This design comes from an exercise in tuning for small area on the open sky130 flow, not from production work.
No activity file was given, so power comes from the tool's default toggle rates.

## WTA
module WTA
#(
	parameter  MAXDISPARITY = 64 ,
	parameter  LPDI_WIDTH = 8 ,
	parameter  INPUTDATAWID = 513,
	parameter  OUTPUTDATAWID = 9
  )
(
	input wire                      clk,
	input wire                      en,
	input wire                      pixelEN,
	input  wire[INPUTDATAWID-1:0]   LPDi,
	output wire[OUTPUTDATAWID-1:0]  disparity
);
For scale: about 1,300 cells after synthesis, ~10,000 um^2 of cells after synthesis.
export LEC_CHECK = 0
export CAP_MARGIN = 20
export CORE_MARGIN = 2
export CORE_UTILIZATION = 40
export SLEW_MARGIN = 20
create_clock -name core_clock -period 6.67 [get_ports {clk}]
standard.sh (not shown) runs the stock make flow with config.mk's settings and CLKGATE_MAP_FILE= SYNTH_SCRIPT=/design/flow/synth_recipe.tcl, a recipe that flattens the netlist after the stock synthesis.
==> flow/flow/run.sh <==
#!/bin/bash
set -euo pipefail
W=$PWD
PLAT="$FLOW_HOME/platforms/$FLOW_PLATFORM"
bash standard.sh synth > "$W/synth_ref.log" 2>&1
cp orfs/results/"$FLOW_PLATFORM"/WTA/base/1_2_yosys.v "$W/ref_synth.v"
python3 flow/map.py "$FLOW_DESIGN" "$W/ref_synth.v" "$W/mapped.v" > "$W/map.log" 2>&1
sed 's/\bmodule WTA\b/module WTA_rtl/' "$FLOW_DESIGN" > "$W/rtl_ref.v"
iverilog -g2012 -DFUNCTIONAL -DUNIT_DELAY=#0 -o "$W/selfcheck.vvp" flow/selfcheck_tb.v "$W/rtl_ref.v" \
  "$PLAT/verilog/primitives.v" "$PLAT/verilog/sky130_fd_sc_hd.v" "$W/mapped.v" > "$W/selfcheck.log" 2>&1
vvp -n "$W/selfcheck.vvp" >> "$W/selfcheck.log" 2>&1
grep -q "SELFCHECK PASS" "$W/selfcheck.log"
rm -rf orfs
bash standard.sh SYNTH_NETLIST_FILES="$W/mapped.v" \
  "BUFFER_PORTS_ARGS=-buffer_cell sky130_fd_sc_hd__buf_1" GPL_TIMING_DRIVEN=0 finish > "$W/layout.log" 2>&1
Other scripts of this flow, unchanged in this note and not shown: flow/flow/map.py, flow/flow/selfcheck_tb.v
The starting point completed with no timing, DRC or antenna violations.
Rerun with:
--- a/flow/design.v
+++ b/flow/design.v
@@ -2445,34 +2445,30 @@
 assign n1203 = n1127 ? n1177 : n1169;
 assign n1204 = n1127 ? n1178 : n1170;
 assign n1205 = n1127 ? n1175 : n1167;
 assign n1206 = n1127 & n1128;
 assign n1207 = n1129 ? n1193 : n1185;
 assign n1208 = n1129 ? n1194 : n1186;
 assign n1209 = n1129 ? n1191 : n1183;
-assign n1210 = s1[4] ? s1[5] : s1[0];
-assign n1211 = s1[4] ? s1[6] : s1[1];
-assign n1212 = s1[4] ? s1[7] : s1[2];
-assign n1213 = s1[4] ? s1[8] : s1[3];
-assign n1214 = s1[4] & s1[9];
-assign n1215 = s1[14] ? s1[15] : s1[10];
-assign n1216 = s1[14] ? s1[16] : s1[11];
-assign n1217 = s1[14] ? s1[17] : s1[12];
-assign n1218 = s1[14] ? s1[18] : s1[13];
+assign n1210 = n1198 ? n1199 : n1195;
+assign n1211 = n1198 ? n1200 : n1196;
+assign n1212 = n1198 ? n1201 : n1197;
+assign n1213 = n1198 ? n1125 : n1123;
+assign n1214 = n1198 & n1202;
+assign n1215 = n1206 ? n1207 : n1203;
+assign n1216 = n1206 ? n1208 : n1204;
+assign n1217 = n1206 ? n1209 : n1205;
+assign n1218 = n1206 ? n1129 : n1127;
 assign n1219 = n1214 ? n1215 : n1210;
 assign n1220 = n1214 ? n1216 : n1211;
 assign n1221 = n1214 ? n1217 : n1212;
 assign n1222 = n1214 ? n1218 : n1213;
-assign n1223 = n1214 ? s1[14] : s1[4];
+assign n1223 = n1214 ? n1206 : n1198;
 assign n1224 = ~n1219;
 assign n1225 = ~n1220;
 assign n1226 = ~n1221;
-reg [19:0] s1;
+reg [41:0] pipe;
 always @(posedge clk)
 if (step)
-	s1 <= {LPDi[512], n1129, n1209, n1208, n1207, n1206, n1127, n1205, n1204, n1203, n1202, n1125, n1201, n1200, n1199, n1198, n1123, n1197, n1196, n1195};
-reg [34:0] pipe;
-always @(posedge clk)
-if (step)
-	pipe <= {pipe[27:0], s1[19], n1214, n1223, n1222, n1226, n1225, n1224};
-assign disparity = {pipe[34], 2'b00, pipe[33:28]};
+	pipe <= {pipe[34:0], LPDi[512], n1214, n1223, n1222, n1226, n1225, n1224};
+assign disparity = {pipe[41], 2'b00, pipe[40:35]};
 endmodule
Now the flow completed and failed the layout checks on setup timing; sequential share of layout area decreases by 4.1 points; die area goes down by about 3.7%; sequential cell count came out lower by 13; clock power came out lower by about 10%; sequential power drops by 25%; critical path depth rose by 8; power went up by about 20%.
No functional check of the RTL was part of any run of this note.

[what the ideal ports hide]
The flow's constraints put no driver on any port. The routed layouts listed below were extracted and timed again, unchanged, in two steps. Step 1 sets driving cells, clkbuf_16 on the clock port and buf_2 on the other inputs (assumed; they add their load-dependent delay and slew). Step 2 moves the port delays by t, midway between the first and last clock arrival at a register: inputs arrive t later, outputs are due t later. That takes back most of the time a late clock gives input paths. a / b / c = no drivers / after step 1 / after step 2; a / b = the first two.
| run | shift t [ns] | slack for setup (ns) | hold WS [ns] | worst register clock-pin slew, ns |
|---|---|---|---|---|
| the first run | 0.329 | 0.186 / 0.105 / -0.224 | 0.421 / 0.421 / 0.421 | 0.08 / 0.08 |
| the second run | 0.320 | -0.260 / -0.247 / -0.567 | 0.417 / 0.417 / 0.417 | 0.07 / 0.07 |
Met with ideal ports but missed after step 2: setup timing in the first run. For the first run, which loses most, drivers alone change the setup slack by -0.081 ns; drivers and shift together by -0.410 ns.
